From an optimization exercise on the open Yosys and OpenROAD flow, aimed at small area; shortcuts taken in it are not production practice.
No run shown here included a check of the RTL's function; only the layout flow was run.

## flow/design.v (module list and top-level ports; edited modules follow where they fit)
// module mulNbit: 844 lines
// module ainv: 5 lines
// module ainvr: 5 lines
// module bxor: 5 lines
// module bxnor: 5 lines
// module bencn: 6 lines
// module bseln: 5 lines
// module fa: 6 lines
module mulNbit(a, b, clk, cin, rst, sum, cout);
  // ...
==> flow/flow/run.sh <==
#!/bin/bash
# The standard layout (standard.sh) with two changes:
#  - after the standard synthesis, every combinational cell is set to the
#    smallest drive strength of its family (flow/downsize.py); the resizer
#    in placement, CTS and routing upsizes what timing needs;
#  - the port buffers are the smallest buffer cell.
set -euo pipefail
ARGS=(BUFFER_PORTS_ARGS="-buffer_cell sky130_fd_sc_hd__buf_1")
R=orfs/results/sky130hd/mulNbit/base
bash standard.sh "${ARGS[@]}" synth > synth.log 2>&1
cp $R/1_2_yosys.v 1_2_yosys.standard.v
python3 flow/downsize.py "$FLOW_HOME/platforms/sky130hd/lib/sky130_fd_sc_hd__tt_025C_1v80.lib" $R/1_2_yosys.v > downsize.log 2>&1
rm -f $R/1_synth.odb $R/1_synth.sdc
bash standard.sh "${ARGS[@]}" finish > standard.log 2>&1
==> flow/flow/downsize.py <==
#!/usr/bin/env python3
"""Set every combinational cell of the synthesized netlist to the smallest
drive strength of its family (same function, same pins); the placement and
routing steps' resizer then upsizes whatever timing needs.
usage: downsize.py LIB NETLIST  (rewrites NETLIST in place)"""
import re
import sys
import collections

lib = open(sys.argv[1]).read()
cells = {}
for m in re.finditer(r'\n\s*cell\s*\(\s*"?(\w+)"?\s*\)\s*\{', lib):
    name = m.group(1)
    start = m.end()
    nxt = lib.find('\n    cell (', start)
    body = lib[start:nxt if nxt > 0 else len(lib)]
    am = re.search(r'area\s*:\s*([\d.]+)', body)
    pins = tuple(sorted(re.findall(r'pin\s*\(\s*"?(\w+)"?\s*\)', body)))
    ff = 'ff (' in body or 'ff(' in body or 'latch' in body
    cells[name] = (float(am.group(1)) if am else 0.0, pins, ff)
fam = collections.defaultdict(list)
for name, (area, pins, ff) in cells.items():
    m = re.match(r'(sky130_fd_sc_hd__\w+?)_(\d+)$', name)
    if m:
        fam[(m.group(1), pins)].append((area, int(m.group(2)), name))
best = {}
for (base, pins), lst in fam.items():
    lst.sort()
    for area, n, name in lst:
        best[name] = lst[0][2]
net = open(sys.argv[2]).read()
count = collections.Counter()


def rep(m):
    name = m.group(1)
    if name not in cells or cells[name][2]:
        return m.group(0)
    if name.startswith(('sky130_fd_sc_hd__clkbuf', 'sky130_fd_sc_hd__conb')):
        return m.group(0)
    b = best.get(name, name)
    if cells[b][0] >= cells[name][0]:
        b = name
    if b != name:
        count[(name, b)] += 1
    return m.group(0).replace(name, b, 1)


net = re.sub(r'^\s*(sky130_fd_sc_hd__\w+)\s', rep, net, flags=re.M)
open(sys.argv[2], 'w').write(net)
for (a, b), n in sorted(count.items()):
    print('%4d %s -> %s' % (n, a, b))
==> flow/standard.sh <==
#!/bin/bash
# synth_recipe.tcl (not shown) runs the flow's synth.tcl, then flattens the netlist and writes it again
# the make line also repeats each setting of config.mk as NAME=value (left out here)
make -C /OpenROAD-flow-scripts/flow DESIGN_CONFIG=/design/flow/config.mk WORK_HOME=/design/flow/orfs CLKGATE_MAP_FILE= SYNTH_SCRIPT=/design/flow/synth_recipe.tcl "${@:-finish}"
==> flow/config.mk <==
export PLATFORM = sky130hd
export DESIGN_NAME = mulNbit
export DESIGN_NICKNAME = mulNbit
export VERILOG_FILES = /design/flow/design.v
export SDC_FILE = /design/flow/constraint.sdc
export NUM_CORES = 4
export LEC_CHECK = 0
export CAP_MARGIN = 10
export CORE_MARGIN = 2
export CORE_UTILIZATION = 60
export CTS_BUF_LIST = sky130_fd_sc_hd__clkbuf_4 sky130_fd_sc_hd__clkbuf_8
export GPL_TIMING_DRIVEN = 0
export SLEW_MARGIN = 10
export SYNTH_HIERARCHICAL = 1
export SYNTH_MINIMUM_KEEP_SIZE = 0
==> flow/constraint.sdc <==
create_clock -name core_clock -period 8.5 [get_ports {clk}]
set_input_delay 1.7000 -clock core_clock [delete_from_list [all_inputs] [get_ports {clk}]]
set_output_delay 1.7000 -clock core_clock [all_outputs]
set_load 0.01 [all_outputs]
==> flow_summary.toml, run 1 <==
[place]
place_congestion = 0.888
placed_cell_area_um2 = 12000
place_hpwl_um = 24600

[clock_tree]
clk_pin_slew_ps = 120
postCtsResizedCells = 30
htreeDepth = 2
cts-root-buf = "clkbuf_8"
cts_setup_buffers = 0

[floorplan]
tapCellCount = 229
num_rows = 49
die_y_um = 140
die_area_um2 = 19500

[yosys]
synth_area_um2 = 11000
ys_warn_count = 7

[layout]
stdcell_area_um2 = 12400
inverters_excl_clock = 16
clkbuf_count = 5
seqAreaFraction_pct = 5.33
multi_input_area_share_pct = 85.9
fillers = 1472
layout-drive-gt1-share_pct = 6.45

[sta]
hold_viol_final = 0
setup_slack_ps = 269
tightest_slew_ps = 995

[routing]
wire_per_inst_um = 25.9
drt_iter0_drc = 1138
via_count = 9581
antenna_left = 0
vias_per_cell = 6.88

[setup_path]
crit_cells = 19
cp_slowest_cell = "fa_1"
startpoint = "b[9]"
critPathCaptureType = "flop"
slowest_delay_ps = 610

[run_status]
status = "timing/DRC/antenna clean"

[global_routing]
grtUsageMet1_pct = 52.4
grt_pass1_vias = 9814
grtUsageMet2_pct = 59.1
==> run 2: changes to the inputs <==
--- a/flow/config.mk
+++ b/flow/config.mk
@@ -9,7 +9,7 @@
 export CORE_MARGIN = 2
 export CORE_UTILIZATION = 60
 export CTS_BUF_LIST = sky130_fd_sc_hd__clkbuf_4 sky130_fd_sc_hd__clkbuf_8
-export GPL_TIMING_DRIVEN = 0
+export GPL_TIMING_DRIVEN = 1
 export SLEW_MARGIN = 10
 export SYNTH_HIERARCHICAL = 1
 export SYNTH_MINIMUM_KEEP_SIZE = 0
==> flow_summary.toml, run 2 <==
[floorplan]
die_y_um = 140
die_w_um = 140
ioPinCount = 100
num_rows = 49
initial_utilization_pct = 61.2
core_area_um2 = 18000
die_area_um2 = 19500

[sta]
rsz0062_at_grt = "false"
timing.final.crit_period_ps = 7890
fmax_ghz = 0.127
finalSetupViolCount = 0
fin_crit_sh_pct = 92.8
slew_violations = 0
fin_setup_tns_ps = 0
tightest_slew_ps = 742
hold_viol_final = 0
relSlewSlack_pct = 50.4

[layout]
fillers = 1508
mostFrequentLayoutCells = "xor2_1 (297), o22ai_1 (271), fa_1 (240)"
layout_commonest_cell = "xor2_1"
antenna_cells = 0
area_delta_synth_final_pct = 12.7
instances_no_fill = 1448
largest_register_ffs = 32
layout-drive-gt1-share_pct = 7.79
nets = 1541

[routing]
remaining_drc_errors = 0
vias_per_cell = 6.52
wirelength_um = 34400
antenna_left = 0
wire_per_inst_um = 23.7
drt_iter0_drc = 929
via_count = 9444
dr.pass1.iters = 5

[setup_path]
cp_slowest_cell = "fa_1"
cpMostUsedCell = "fa_1"
cp-start-kind = "input pin"
worstPathCellList = "clkbuf_2 -> xnor2_2 -> nand2_1 -> o22ai_1 -> xor2_1 -> fa_1 -> fa_1 -> fa_1 -> fa_1 -> fa_1 -> fa_1 -> fa_1 -> ha_1 -> nand4_1 -> nor2_1 -> a311oi_1 -> a2bb2oi_1 -> o31ai_1 -> fa_1 -> xor2_1"
cp.required_ps = 8740
worstSetupPathType = "input pin to flop"
crit_fanout = 18
cp.arrival_ps = 8130
critPathCaptureType = "flop"
slowest_delay_ps = 490

[place]
io_buffers = 98
place_congestion = 0.942
place_inst = 1440
place_hpwl_um = 26000

[global_routing]
antenna_found_initial = 0
grt_pass1_vias = 9644
grt_max_degree = 33
overflow = 0
grt_usage_pct = 36.1
grt_pass1_wl_um = 54200

[clock_tree]
holdBufCountCts = 0
numClockSinks = 33
htreeDepth = 2
cts_tree = "yes"
cts_setup_buffers = 0
cts_buffers = 5
postCtsResizedCells = 0
clk_pin_slew_ps = 110
cts_max_path_buffers = 2
cts-root-buf = "clkbuf_8"

[yosys]
syn_inst = 1040
avgSynthCellArea_um2 = 10.6
synthesis.nets = 1363
ys_warn_count = 7
synth_area_um2 = 11000

[worst_hold_path]
hold_class = "input pin to flop"

[run]
cap_violations = 0

[run_status]
status = "timing/DRC/antenna clean"
run 2: cell type report:
cell class	instances	area [um2]	area share, %
clock buffer	5	68.8	0.553
clock inverter	3	17.5	0.141
inverter	15	56.3	0.453
multi-input combinational	990	10300	83.2
sequential	33	661	5.31
tap	229	287	2.30
timing repair buffer	173	1000	8.05
run 2: through the flow:
stage	setup WS [ps]	hold slack [ps]	area (um2)	utilization, %
after global placement	341	2080	12400	68.5
after floorplan	80.8	1950	11100	-
after detailed placement	312	2080	12400	68.5
after global routing	399	1910	12400	69.0
after CTS	669	1860	12400	69.0
final	612	1890	12400	69.0
run 2: final timing paths:
path  endpoint  start  depth (start not counted)  slack [ps]
max    sum[31]   b[7]                         20         610
min     sum[0]   b[0]                          4        1890
run 2: worst max-delay path, delay by kind of cell:
family          cells  cell delay, ps
compound gates      4             970
xor+xnor            3             540
fa+ha+maj           9            3970
buf+inv             1             280
simple gates        3             630
run 2: routing by layer:
metal | vias to the layer above | part of all wire (%) | global-route usage, %
met5 | - | 0 | 0
met4 | 0 | 3.2 | 12.1
met3 | 67 | 10 | 5.57
met2 | 573 | 45 | 55.1
met1 | 4701 | 41 | 53.4
li1 | 4103 | - | -
==> run 3: changes to the inputs <==
--- a/flow/config.mk
+++ b/flow/config.mk
@@ -7,9 +7,9 @@
 export LEC_CHECK = 0
 export CAP_MARGIN = 10
 export CORE_MARGIN = 2
-export CORE_UTILIZATION = 60
+export CORE_UTILIZATION = 70
 export CTS_BUF_LIST = sky130_fd_sc_hd__clkbuf_4 sky130_fd_sc_hd__clkbuf_8
-export GPL_TIMING_DRIVEN = 1
+export GPL_TIMING_DRIVEN = 0
 export SLEW_MARGIN = 10
 export SYNTH_HIERARCHICAL = 1
 export SYNTH_MINIMUM_KEEP_SIZE = 0
==> flow_summary.toml, run 3 <==
[setup_path]
worstPathCellList = "buf_2 -> xnor2_4 -> nand2_4 -> o22ai_1 -> xor2_1 -> fa_1 -> fa_1 -> fa_1 -> fa_1 -> fa_1 -> fa_1 -> ha_1 -> a21o_1 -> o311ai_1 -> a21oi_1 -> o21ai_0 -> a21boi_0 -> fa_1 -> xor2_1"
cp.arrival_ps = 8530
cp-start-kind = "input pin"
crit_fanout = 28
cp_slowest_cell = "o311ai_1"
cpMostUsedCell = "fa_1"
worstSetupPathType = "input pin to flop"
startpoint = "b[3]"
slowest_delay_ps = 630
cp.required_ps = 8700
critPathCaptureType = "flop"

[global_routing]
antenna_found_initial = 0
top_usage_layer = "met2"
grt_pass1_vias = 10287
grt_max_degree = 34
grtUsageMet1_pct = 57.7
overflow = 0
grt_pass1_wl_um = 55800
grtUsageMet2_pct = 69.0
use_met3_pct = 10.9
grt_usage_pct = 44.3

[yosys]
syn_inst = 1040
synthesis.nets = 1363
synth_area_um2 = 11000
ys_warn_count = 7
avgSynthCellArea_um2 = 10.6

[floorplan]
die_area_um2 = 16800
num_rows = 45
initial_utilization_pct = 72.1
ioPinCount = 100
die_y_um = 130
core_area_um2 = 15300
die_w_um = 130

[routing]
dr.pass1.iters = 8
antenna_left = 0
wirelength_um = 36900
wire_per_inst_um = 26.7
via_count = 10101
vias_per_cell = 7.32
drt_iter0_drc = 1557
remaining_drc_errors = 0

[worst_hold_path]
hold_end = "cout"
hold_class = "input pin to flop"
min_from = "a[31]"
hold_depth = 7

[place]
place_inst = 1361
place_congestion = 0.971
place_hpwl_um = 25000
io_buffers = 98

[sta]
finalSetupViolCount = 0
rsz0062_at_grt = "false"
fin_crit_sh_pct = 97.9
tightest_slew_ps = 1030
timing.final.crit_period_ps = 8320
hold_viol_final = 0
fmax_ghz = 0.120
fin_setup_tns_ps = 0
relSlewSlack_pct = 30.7
slew_violations = 0

[clock_tree]
numClockSinks = 33
clk_pin_slew_ps = 80
cts_max_path_buffers = 2
htreeDepth = 2
holdBufCountCts = 0
cts_buffers = 5
cts_tree = "yes"
cts-root-buf = "clkbuf_8"

[layout]
antenna_cells = 0
area_delta_synth_final_pct = 13.1
nets = 1491
instances_no_fill = 1380
mostFrequentLayoutCells = "xor2_1 (297), o22ai_1 (271), fa_1 (240)"
layout_commonest_cell = "xor2_1"
layout-drive-gt1-share_pct = 6.76
largest_register_ffs = 32

[run]
cap_violations = 0

[run_status]
status = "timing/DRC/antenna clean"
run 3: worst max-delay path by stage:
stage                         end  depth (start not counted)
final                     sum[29]                         19
after global routing      sum[29]                         19
after CTS                 sum[31]                         21
after detailed placement  sum[29]                         20
after global placement    sum[27]                         18
after floorplan           sum[31]                         19
run 3: routing by layer:
metal / vias to the layer above / share of wire [%]
met5: - / 0
met4: 0 / 6.6
met3: 263 / 13
met2: 962 / 45
met1: 4854 / 35
li1: 4022 / -
run 3: repair_timing:
| action | 4_1_cts | 5_1_grt |
|---|---|---|
| setup endpoints to repair | 16 | 7 |
| setup buffers | 0 | 8 |
| endpoints found under the hold margin | 0 | 0 |
| pin swaps | 3 | 5 |
| gates resized for setup | 31 | 18 |
| gates cloned | 3 | 0 |
run 3: worst max-delay path, delay by kind of cell:
kind            cells  cell delay (ps)
fa+ha+maj           8             3480
compound gates      6             1610
simple gates        1              380
xor+xnor            3             1010
buf+inv             1              320
run 3: area by class of cell:
cell class                 count  area [um2]
tap                          211         264
clock inverter                 1        30.0
multi-input combinational    993       10700
clock buffer                   7        90.1
buffer                         2        10.0
inverter                      15        60.1
timing repair buffer         118         712
fill                         970        2840
sequential                    33         661
run 3: per-stage QoR:
stage	cell area [um2]	setup slack, ps	util (%)	hold slack, ps
finish	12500	178	81.5	2190
global route	12500	23.3	81.5	2220
CTS	12300	19.9	80.6	2140
detailed placement	12100	-1770	78.8	2080
global placement	11700	-3210	76.4	2090
floorplan	11100	80.8	-	1950
==> run 4: changes to the inputs <==
--- a/flow/config.mk
+++ b/flow/config.mk
@@ -7,8 +7,8 @@
 export LEC_CHECK = 0
 export CAP_MARGIN = 10
 export CORE_MARGIN = 2
-export CORE_UTILIZATION = 70
-export CTS_BUF_LIST = sky130_fd_sc_hd__clkbuf_4 sky130_fd_sc_hd__clkbuf_8
+export CORE_UTILIZATION = 60
+export CTS_BUF_LIST = sky130_fd_sc_hd__clkbuf_8 sky130_fd_sc_hd__clkbuf_16
 export GPL_TIMING_DRIVEN = 0
 export SLEW_MARGIN = 10
 export SYNTH_HIERARCHICAL = 1
==> flow_summary.toml, run 4 <==
[layout]
area_delta_synth_final_pct = 13.1
final_util_pct = 69.3
layout_commonest_cell = "xor2_1"
nets = 1486
mostFrequentLayoutCells = "xor2_1 (297), o22ai_1 (271), fa_1 (240)"
largest_register_ffs = 32
layout-drive-gt1-share_pct = 6.79
antenna_cells = 0

[setup_path]
startpoint = "b[1]"
cp.arrival_ps = 8340
cp.required_ps = 8700
critPathCaptureType = "flop"
cp-start-kind = "input pin"
crit_fanout = 30
worstSetupPathType = "input pin to flop"

[sta]
hold_viol_final = 0
rsz0062_at_grt = "false"
relSlewSlack_pct = 35.2
tightest_slew_ps = 972
fin_crit_sh_pct = 95.7
slew_violations = 0
finalSetupViolCount = 0
fin_setup_tns_ps = 0
fmax_ghz = 0.123
setup_slack_ps = 366
timing.final.crit_period_ps = 8130

[place]
dp_slack_ps = -1810
place_congestion = 0.888
io_buffers = 98
place_hpwl_um = 24600

[global_routing]
overflow = 0
grt_pass1_wl_um = 56400
antenna_found_initial = 0
grt_max_degree = 34
grt_pass1_vias = 9829
grt_usage_pct = 37.6

[run]
cap_violations = 0

[floorplan]
die_w_um = 140
num_rows = 49
initial_utilization_pct = 61.2
core_area_um2 = 18000
ioPinCount = 100
die_y_um = 140
die_area_um2 = 19500

[routing]
wire_per_inst_um = 25.9
remaining_drc_errors = 0
via_count = 9644
vias_per_cell = 6.92
wirelength_um = 36100
antenna_left = 0
drt_iter0_drc = 1082
dr.pass1.iters = 6

[clock_tree]
cts_buffers = 5
numClockSinks = 33
cts_max_path_buffers = 2
cts_tree = "yes"
clk_pin_slew_ps = 80
htreeDepth = 2
holdBufCountCts = 0
cts-root-buf = "clkbuf_16"

[yosys]
syn_inst = 1040
avgSynthCellArea_um2 = 10.6
synth_area_um2 = 11000
ys_warn_count = 7
synthesis.nets = 1363

[worst_hold_path]
min_from = "a[31]"
hold_class = "input pin to flop"

[run_status]
status = "timing/DRC/antenna clean"
## run 4: area by class of cell
cell class              instances  area (um2)
plain buffers                   2        8.76
well taps                     229         287
repair buffers                113         656
clock inverters                 3        17.5
flip-flops and latches         33         661
clock buffers                   5         125
fillers                      1457        5540
inverters                      15        60.1
repair inverters                1        5.00
multi-input cells             992       10700
## run 4: metal layers
metal	part of all wire, %	GRT usage [%]	up-vias
li1	-	-	4004
met1	39	52.7	4769
met2	47	59.3	731
met3	11	7.43	140
met4	3.8	12.5	0
met5	0	0	-
## run 4: critical path, cell delays in order
cell       delay, ps
clkbuf_4         270
buf_16           250
xnor2_4          300
nand2_4          300
o22ai_1          240
xor2_1           230
fa_1             470
fa_1             590
fa_1             450
fa_1             440
fa_1             470
fa_1             460
ha_1             430
a31oi_2          330
nor2_1            90
a311oi_1         340
a2bb2oi_1        260
o31ai_1          120
fa_1             400
xor2_1           160
## run 4: final timing paths
path	cells after the start	to
max	20	sum[31]
min	7	cout
## run 4: repair_timing
item                                    in CTS  in global routing
endpoints found under the setup margin      15                  7
gates resized for setup                     30                 26
pin swaps                                    2                  4
setup buffers                                0                  4
gates cloned                                 2                  1
## run 4: metrics by stage
step           cell area, um2  cells  hold WS [ps]
2_1_floorplan           11100   1040          1950
3_3_place_gp            11700   1367          2090
3_5_place_dp            12000   1378          2080
4_1_cts                 12400   1388          2120
5_1_grt                 12500   1393          2290
6_report                12500   1393          2240
==> run 5: changes to the inputs <==
--- a/flow/flow/run.sh
+++ b/flow/flow/run.sh
@@ -3,9 +3,10 @@
 #  - after the standard synthesis, every combinational cell is set to the
 #    smallest drive strength of its family (flow/downsize.py); the resizer
 #    in placement, CTS and routing upsizes what timing needs;
-#  - the port buffers are the smallest buffer cell.
+#  - the port buffers are the smallest buffer cell;
+#  - after global routing, non-critical cells are downsized (RECOVER_POWER).
 set -euo pipefail
-ARGS=(BUFFER_PORTS_ARGS="-buffer_cell sky130_fd_sc_hd__buf_1")
+ARGS=(BUFFER_PORTS_ARGS="-buffer_cell sky130_fd_sc_hd__buf_1" RECOVER_POWER=100)
 R=orfs/results/sky130hd/mulNbit/base
 bash standard.sh "${ARGS[@]}" synth > synth.log 2>&1
 cp $R/1_2_yosys.v 1_2_yosys.standard.v
--- a/flow/config.mk
+++ b/flow/config.mk
@@ -8,7 +8,7 @@
 export CAP_MARGIN = 10
 export CORE_MARGIN = 2
 export CORE_UTILIZATION = 60
-export CTS_BUF_LIST = sky130_fd_sc_hd__clkbuf_8 sky130_fd_sc_hd__clkbuf_16
+export CTS_BUF_LIST = sky130_fd_sc_hd__clkbuf_4 sky130_fd_sc_hd__clkbuf_8
 export GPL_TIMING_DRIVEN = 0
 export SLEW_MARGIN = 10
 export SYNTH_HIERARCHICAL = 1
==> flow_summary.toml, run 5 <==
[floorplan]
initial_utilization_pct = 61.2
num_rows = 49
die_area_um2 = 19500
core_area_um2 = 18000
ioPinCount = 100
die_y_um = 140
die_w_um = 140

[layout]
layout-drive-gt1-share_pct = 6.45
nets = 1485
fillers = 1472
area_delta_synth_final_pct = 12.4
layout_commonest_cell = "xor2_1"
mostFrequentLayoutCells = "xor2_1 (297), o22ai_1 (271), fa_1 (240)"
stdcell_area_um2 = 12400
antenna_cells = 0
instances_no_fill = 1392
largest_register_ffs = 32

[setup_path]
cp-start-kind = "input pin"
startpoint = "b[9]"
cp.required_ps = 8750
crit_fanout = 27
worstSetupPathType = "input pin to flop"
cp.arrival_ps = 8470
critPathCaptureType = "flop"

[clock_tree]
holdBufCountCts = 0
numClockSinks = 33
clk_pin_slew_ps = 120
cts_max_path_buffers = 2
cts_buffers = 5
cts_tree = "yes"
htreeDepth = 2
cts-root-buf = "clkbuf_8"

[global_routing]
grtUsageMet1_pct = 52.4
use_met3_pct = 6.64
grt_pass1_wl_um = 56100
top_usage_layer = "met2"
grt_pass1_vias = 9814
grt_usage_pct = 37.3
grtUsageMet2_pct = 59.1
grt_max_degree = 34
antenna_found_initial = 0
overflow = 0

[sta]
hold_slack_ps = 2180
fin_crit_sh_pct = 96.7
hold_viol_final = 0
fmax_ghz = 0.122
rsz0062_at_grt = "false"
finalSetupViolCount = 0
tightest_slew_ps = 981
setup_slack_ps = 280
relSlewSlack_pct = 34.5
slew_violations = 0
timing.final.crit_period_ps = 8220

[routing]
antenna_left = 0
via_count = 9580
remaining_drc_errors = 0
drt_iter0_drc = 1144
wire_per_inst_um = 25.8
dr.pass1.iters = 6
wirelength_um = 35900
vias_per_cell = 6.88

[place]
place_inst = 1378
placed_cell_area_um2 = 12000
io_buffers = 98
place_congestion = 0.888
dp_slack_ps = -1810
place_hpwl_um = 24600

[worst_hold_path]
hold_class = "input pin to flop"
min_from = "a[31]"

[yosys]
avgSynthCellArea_um2 = 10.6
ys_warn_count = 7
syn_inst = 1040
synthesis.nets = 1363
synth_area_um2 = 11000

[run_status]
status = "timing/DRC/antenna clean"

[run]
cap_violations = 0
run 5: cell count changes in the layout (fill, tap and decap cells not counted):
| cell | previous run | this run |
|---|---|---|
| clkbuf_1 | 1 | 3 |
| clkbuf_8 | 0 | 5 |
| nand2_2 | 16 | 15 |
| a31oi_1 | 1 | 2 |
| nand2_1 | 27 | 29 |
| nand2_4 | 7 | 6 |
| buf_6 | 3 | 2 |
| clkbuf_16 | 5 | 0 |
| a31oi_2 | 1 | 0 |
| buf_1 | 86 | 84 |
run 5: critical path, cell delays in order:
cell and delay (ps):
buf_4 260, xnor2_4 500, nand2_2 490, o22ai_1 290
xor2_1 110, fa_1 420, fa_1 610, fa_1 450
fa_1 440, fa_1 460, fa_1 460, ha_1 430
a31oi_1 400, nor2_1 100, a311oi_1 350, a2bb2oi_1 260
o31ai_1 120, fa_1 400, xor2_1 160
run 5: layout make-up:
| class | instances | area, um2 | share of cell area [%] |
|---|---|---|---|
| multi-input cells | 992 | 10700 | 85.9 |
| repair buffers | 112 | 644 | 5.20 |
| repair inverters | 1 | 5.00 | 0.0404 |
| well taps | 229 | 287 | 2.31 |
| clock inverters | 3 | 17.5 | 0.141 |
| clock buffers | 5 | 68.8 | 0.555 |
| flip-flops and latches | 33 | 661 | 5.33 |
| inverters | 15 | 60.1 | 0.484 |
| plain buffers | 2 | 8.76 | 0.0706 |
run 5: routing by layer:
layer / wire length (um) / part of all wire [%]
met1: 14100 / 39
met2: 16700 / 47
met3: 3700 / 10
met4: 1350 / 3.7
met5: 0 / 0
run 5: worst paths after layout:
check / cells after the start / endpoint
worst max-delay path: 19 / sum[31]
worst min-delay path: 7 / cout
run 5: repair_timing:
action | in CTS | in global routing
endpoints found under the setup margin | 14 | 7
pin swaps | 2 | 4
resized for setup | 30 | 21
cloned | 2 | 1
buffers inserted | 0 | 3
run 5: per-stage QoR:
| stage | setup TNS, ps | util [%] |
|---|---|---|
| 6_report | 0 | 68.8 |
| 5_1_grt | 0 | 68.8 |
| 4_1_cts | 0 | 68.2 |
| 3_5_place_dp | -17210 | 66.8 |
| 3_3_place_gp | -53930 | 65.0 |
| 2_1_floorplan | 0 | - |
==> run 6: changes to the inputs <==
--- a/flow/config.mk
+++ b/flow/config.mk
@@ -9,7 +9,7 @@
 export CORE_MARGIN = 2
 export CORE_UTILIZATION = 60
 export CTS_BUF_LIST = sky130_fd_sc_hd__clkbuf_4 sky130_fd_sc_hd__clkbuf_8
-export GPL_TIMING_DRIVEN = 0
+export GPL_TIMING_DRIVEN = 1
 export SLEW_MARGIN = 10
 export SYNTH_HIERARCHICAL = 1
 export SYNTH_MINIMUM_KEEP_SIZE = 0
==> flow_summary.toml, run 6 <==
[run_status]
status = "timing/DRC/antenna clean"

[place]
dp_slack_ps = 312
io_buffers = 98
place_inst = 1440
place_congestion = 0.942
placed_cell_area_um2 = 12400
place_hpwl_um = 26000

[sta]
hold_viol_final = 0
fin_setup_tns_ps = 0
setup_slack_ps = 610
fin_crit_sh_pct = 92.8
finalSetupViolCount = 0
hold_slack_ps = 1880
tightest_slew_ps = 744
rsz0062_at_grt = "false"
timing.final.crit_period_ps = 7890
relSlewSlack_pct = 50.3
slew_violations = 0
fmax_ghz = 0.127

[layout]
layout_commonest_cell = "xor2_1"
final_util_pct = 68.9
instances_no_fill = 1448
multi_input_area_um2 = 10300
largest_register_ffs = 32
layout-drive-gt1-share_pct = 7.47
antenna_cells = 0
seq_area_um2 = 661
stdcell_area_um2 = 12400
nets = 1541
area_delta_synth_final_pct = 12.5
fillers = 1512
mostFrequentLayoutCells = "xor2_1 (297), o22ai_1 (271), fa_1 (240)"

[setup_path]
cp.required_ps = 8750
crit_fanout = 18
worstSetupPathType = "input pin to flop"
cp-start-kind = "input pin"
critPathCaptureType = "flop"
cp.arrival_ps = 8140

[routing]
antenna_left = 0
via_count = 9477
wirelength_um = 34300
wire_per_inst_um = 23.7
drt_iter0_drc = 964
dr.pass1.iters = 5
vias_per_cell = 6.54
remaining_drc_errors = 0

[yosys]
avgSynthCellArea_um2 = 10.6
synth_area_um2 = 11000
syn_inst = 1040
synthesis.nets = 1363
ys_warn_count = 7

[floorplan]
ioPinCount = 100
num_rows = 49
die_y_um = 140
die_w_um = 140
core_area_um2 = 18000
die_area_um2 = 19500
initial_utilization_pct = 61.2

[worst_hold_path]
hold_class = "input pin to flop"

[clock_tree]
numClockSinks = 33
htreeDepth = 2
clk_pin_slew_ps = 120
postCtsResizedCells = 0
cts_tree = "yes"
cts-root-buf = "clkbuf_8"
cts_setup_buffers = 0
holdBufCountCts = 0
cts_buffers = 5
cts_max_path_buffers = 2

[global_routing]
overflow = 0
grt_pass1_vias = 9644
grt_usage_pct = 36.1
grt_max_degree = 33
antenna_found_initial = 0
grt_pass1_wl_um = 54200

[run]
cap_violations = 0
[run 6: final cells by class]
type / count / area share (%)
clock buffers: 5 / 0.554
clock inverters: 3 / 0.141
inverters: 15 / 0.453
multi-input cells: 990 / 83.3
flip-flops and latches: 33 / 5.32
well taps: 229 / 2.31
repair buffers: 173 / 7.97
[run 6: critical path: stages]
cell and delay [ps]:
clkbuf_2 260, xnor2_1 290, nand2_1 450, o22ai_1 340
xor2_1 130, fa_1 480, fa_1 480, fa_1 450
fa_1 490, fa_1 430, fa_1 440, fa_1 470
ha_1 350, nand4_1 120, nor2_1 60, a311oi_1 290
a2bb2oi_1 220, o31ai_1 120, fa_1 380, xor2_1 160
[run 6: path summary, 6_finish.rpt]
| kind | to | startpoint | depth (start not counted) | slack [ps] |
|---|---|---|---|---|
| max | sum[31] | b[7] | 20 | 610 |
| min | sum[0] | b[0] | 4 | 1880 |
[run 6: metal layers]
layer / up-vias / track usage, % / routed length (um)
met1: 4730 / 53.4 / 14300
met3: 79 / 5.57 / 3300
li1: 4111 / - / -
met4: 0 / 12.1 / 1170
met5: - / 0 / 0
met2: 557 / 55.1 / 15600

## afterwards: timing with drivers on the ports
How much do the figures lean on ideal ports? The routed layouts below were timed once more, with nothing changed but the port constraints.
Step 1 assumes that a clkbuf_16 drives the clock port and a buf_2 every other input.
Step 2, shift: input delay + t, output delay - t, t = (earliest + latest rising clock arrival at the registers) / 2. This alone moves slack from input paths to output paths.
Slacks: ideal ports / drivers / drivers and shift; pairs: ideal ports / drivers.
run	t (ns)	slack for setup (ns)	pins driven straight from the clock port
run 1	0.387	0.269 / 0.290 / -0.097	1
run 2	0.371	0.612 / 0.632 / 0.260	1
run 3	0.371	0.178 / 0.197 / -0.174	1
run 4	0.351	0.366 / 0.392 / 0.041	1
run 5	0.386	0.280 / 0.301 / -0.085	1
run 6	0.376	0.610 / 0.631 / 0.255	1
Met with ideal ports but missed after step 2: setup timing in run 1, run 3 and run 5. For run 1, which loses most, drivers alone change the setup slack by +0.021 ns; drivers and shift together by -0.366 ns.
